Background: an optimization exercise with open tools, aiming at small area and a short achievable clock period. Do not read the settings as production practice. Function was checked by simulation only, so behaviour that the tests miss may differ from the original. Power figures rest on the tool's default switching activity, not on a simulated workload.

Setup of run 1:
## rv32i_cpu
module rv32i_cpu (
  input             clk,
  input             rst,
  output     [31:0] pc,
  input      [31:0] inst,
  output            MemWen,
  output     [31:0] MemAddr,
  output     [31:0] MemWdata,
  input      [31:0] MemRdata
);
  wire b6 = inst[6], b5 = inst[5], b4 = inst[4], b3 = inst[3], b2 = inst[2];
  wire [2:0] f3 = inst[14:12];
  wire is_store  = ~b6 &  b5 & ~b4;
  wire is_load   = ~b6 & ~b5 & ~b4;
  wire is_branch =  b6 & ~b2;
  wire is_jalr   =  b6 & ~b3 & b2;
  wire is_jal    =  b6 &  b3;
  wire is_lui    = ~b6 &  b5 & b4 &  b2;
  wire is_auipc  = ~b6 & ~b5 & b4 &  b2;
  wire is_alu    = ~b6 & b4 & ~b2;           
  wire regwrite  = ~(is_store | is_branch);
  wire [31:0] immI = {{20{inst[31]}}, inst[31:20]};
  wire [31:0] immB = {{20{inst[31]}}, inst[7], inst[30:25], inst[11:8], 1'b0};
  wire [31:0] immJ = {{12{inst[31]}}, inst[19:12], inst[20], inst[30:21], 1'b0};
  wire [31:0] immU = {inst[31:12], 12'b0};
  wire [31:0] rs1v, rs1n_agu, op2, rs2_mem;
  reg  [31:0] rd_data;
  regfile rf (
    .clk(clk), .we(regwrite), .rs1(inst[19:15]), .rs2(inst[24:20]), .rd(inst[11:7]),
    .rd_data(rd_data), .use_imm(~b5), .imm(immI),
    .rs1v(rs1v), .rs1n_agu(rs1n_agu), .rs2v(op2), .rs2v_mem(rs2_mem)
  );
  wire [31:0] agu_y;
  agu agu_i (.rn(rs1n_agu), .m({inst[31:25], is_store ? inst[11:7] : inst[24:20]}), .y(agu_y));
  assign MemAddr  = agu_y;
  assign MemWdata = rs2_mem;   
  assign MemWen   = is_store;
  wire sub = is_branch | (f3[2:1] == 2'b01) | (b5 & inst[30] & (f3 == 3'b000));
  wire [31:0] sum, p, g;
  wire cout;
  ...
clock: 19.5 ns
lec_check: 0
cap_margin: 20
core_margin: 2
core_utilization: 55
place_density: 0.68
slew_margin: 20
synth_hierarchical: 1
standard.sh (not shown) runs the stock make flow with config.mk's settings and CLKGATE_MAP_FILE= SYNTH_SCRIPT=/design/flow/synth_recipe.tcl, a recipe that flattens the netlist after the stock synthesis.
==> flow/flow/run.sh <==
#!/bin/bash
# Own layout flow: the standard flow (standard.sh) with these changes:
#  - the standard synthesis runs first, on its own and unchanged;
#  - ports are buffered with buf_2 instead of the default delay cell;
#  - clock tree synthesis uses clusters of up to 14 sinks and 60 um, clkbuf_4/8, no dummy loads;
#  - the timing repair steps aim for a setup slack margin, which sizes up the critical path.
# Each step's full output goes to its own log file in this folder; ORFS's logs are under orfs/logs.
set -euo pipefail
cd "$(dirname "$0")/.."
MARGIN=${MARGIN:-8}
bash standard.sh synth > flow_synth.log 2>&1
bash standard.sh \
  "BUFFER_PORTS_ARGS=-buffer_cell sky130_fd_sc_hd__buf_2" \
  "CTS_ARGS=-sink_clustering_enable -repair_clock_nets -dont_use_dummy_load -sink_clustering_size 14 -sink_clustering_max_diameter 60 -buf_list {sky130_fd_sc_hd__clkbuf_4 sky130_fd_sc_hd__clkbuf_8}" \
  "SETUP_SLACK_MARGIN=$MARGIN" \
  "TNS_END_PERCENT=5" \
  finish > flow_finish.log 2>&1
Here is what was changed in the inputs of run 2 compared with run 1.
Settings: swapping 0.68 for 0.72 in PLACE_DENSITY; swapping 55 for 62 in CORE_UTILIZATION.
--- a/flow/flow/run.sh
+++ b/flow/flow/run.sh
@@ -8,5 +8,5 @@
 set -euo pipefail
 cd "$(dirname "$0")/.."
-MARGIN=${MARGIN:-8}
+MARGIN=${MARGIN:-9}
 bash standard.sh synth > flow_synth.log 2>&1
 bash standard.sh \
==> summary.txt <==
Relative to run 1, the non-clock buffer count in the final layout of run 2 is higher by 32. Setup slack delta (run 2 − run 1): favourable. The core of run 2 is more densely filled than that of run 1. Compared with run 1, in run 2 area of placed instances decreased about 0.3%; finished layout cell area increased 500 sq um; fraction of standard cell area in multi-input logic increased 0.15 points; wire length increased 1.1%.
Edits applied to the flow inputs when going from run 2 to run 3:
Settings: CORE_UTILIZATION now 40, was 62; PLACE_DENSITY now 0.6, was 0.72.
--- a/flow/flow/run.sh
+++ b/flow/flow/run.sh
@@ -8,5 +8,5 @@
 set -euo pipefail
 cd "$(dirname "$0")/.."
-MARGIN=${MARGIN:-9}
+MARGIN=${MARGIN:-10}
 bash standard.sh synth > flow_synth.log 2>&1
 bash standard.sh \
==> summary.txt <==
- Run 2 has a lower minimum setup slack after placement than run 3.
- Diff run 3 and run 2: share of total power in sequential cells lower in run 3
- Between run 3 and run 2, design area is higher for run 3, run 2 comes in under that.
- Looking at clock period minus worst slack, run 3 sits 0.040 ns higher than run 2 does.
For run 4, these inputs were changed with respect to run 3:
Settings: changing CORE_UTILIZATION from 40 to 58; changing PLACE_DENSITY from 0.6 to 0.7.
--- a/flow/flow/run.sh
+++ b/flow/flow/run.sh
@@ -8,5 +8,5 @@
 set -euo pipefail
 cd "$(dirname "$0")/.."
-MARGIN=${MARGIN:-10}
+MARGIN=${MARGIN:-9}
 bash standard.sh synth > flow_synth.log 2>&1
 bash standard.sh \
@@ -14,4 +14,4 @@
   "CTS_ARGS=-sink_clustering_enable -repair_clock_nets -dont_use_dummy_load -sink_clustering_size 14 -sink_clustering_max_diameter 60 -buf_list {sky130_fd_sc_hd__clkbuf_4 sky130_fd_sc_hd__clkbuf_8}" \
   "SETUP_SLACK_MARGIN=$MARGIN" \
-  "TNS_END_PERCENT=5" \
+  "TNS_END_PERCENT=2" \
   finish > flow_finish.log 2>&1
## What came out
- Critical path depth in cells was higher in the run labelled run 4.
- Run 4: number of placed cells counting well taps about 7% below run 3
- Higher design internal power goes to run 3 over run 4.
- Wire length of the first global-routing pass, run 4 vs run 3: down by a little under 10%
- On global-route usage, the lower figure sits with run 3, not run 4.
- Highest clock rate ends up higher on run 4.
### run 4 -> run 5
Settings: PLACE_DENSITY now 0.68, was 0.7; CORE_UTILIZATION now 55, was 58.
--- a/flow/flow/run.sh
+++ b/flow/flow/run.sh
@@ -14,4 +14,4 @@
   "CTS_ARGS=-sink_clustering_enable -repair_clock_nets -dont_use_dummy_load -sink_clustering_size 14 -sink_clustering_max_diameter 60 -buf_list {sky130_fd_sc_hd__clkbuf_4 sky130_fd_sc_hd__clkbuf_8}" \
   "SETUP_SLACK_MARGIN=$MARGIN" \
-  "TNS_END_PERCENT=2" \
+  "TNS_END_PERCENT=1" \
   finish > flow_finish.log 2>&1
==> comparison <==
Run 5 vs. run 4: global-route wire length before repair comparable, share of the final layout cell area in multi-input gates now larger, proportion of power drawn by the clock network now larger, compound-cell area share of the yosys netlist comparable.
Final wirelength for run 5: about 0.6% up relative to run 4

## what the ideal ports hide
In the flow no input, the clock included, has a driving cell. The finished layouts below were timed again as built, in two steps. Step 1: set_driving_cell puts a clkbuf_16 on clk and a buf_2 on each other input, an assumption about the parent block. Step 2, shift: input delay + t, output delay - t, t = (earliest + latest rising clock arrival at the registers) / 2. This alone moves slack from input paths to output paths. Slacks: ideal ports / drivers / drivers and shift; pairs: ideal ports / drivers.
run | shift t [ns] | setup slack, ns | worst data-port slew with drivers (ns) | cell pins on the clock port's net
run 1 | 0.841 | 7.952 / 7.887 / 7.282 | 0.12 | 1
run 2 | 0.790 | 8.075 / 7.960 / 7.671 | 0.11 | 1
run 3 | 0.865 | 8.036 / 7.866 / 7.866 | 0.23 | 1
run 4 | 0.812 | 8.141 / 8.073 / 7.534 | 0.06 | 1
run 5 | 0.850 | 8.038 / 7.915 / 7.543 | 0.23 | 1
After both steps every run listed still meets setup and hold. For run 1, which loses most, drivers alone change the setup slack by -0.065 ns; drivers and shift together by -0.670 ns.
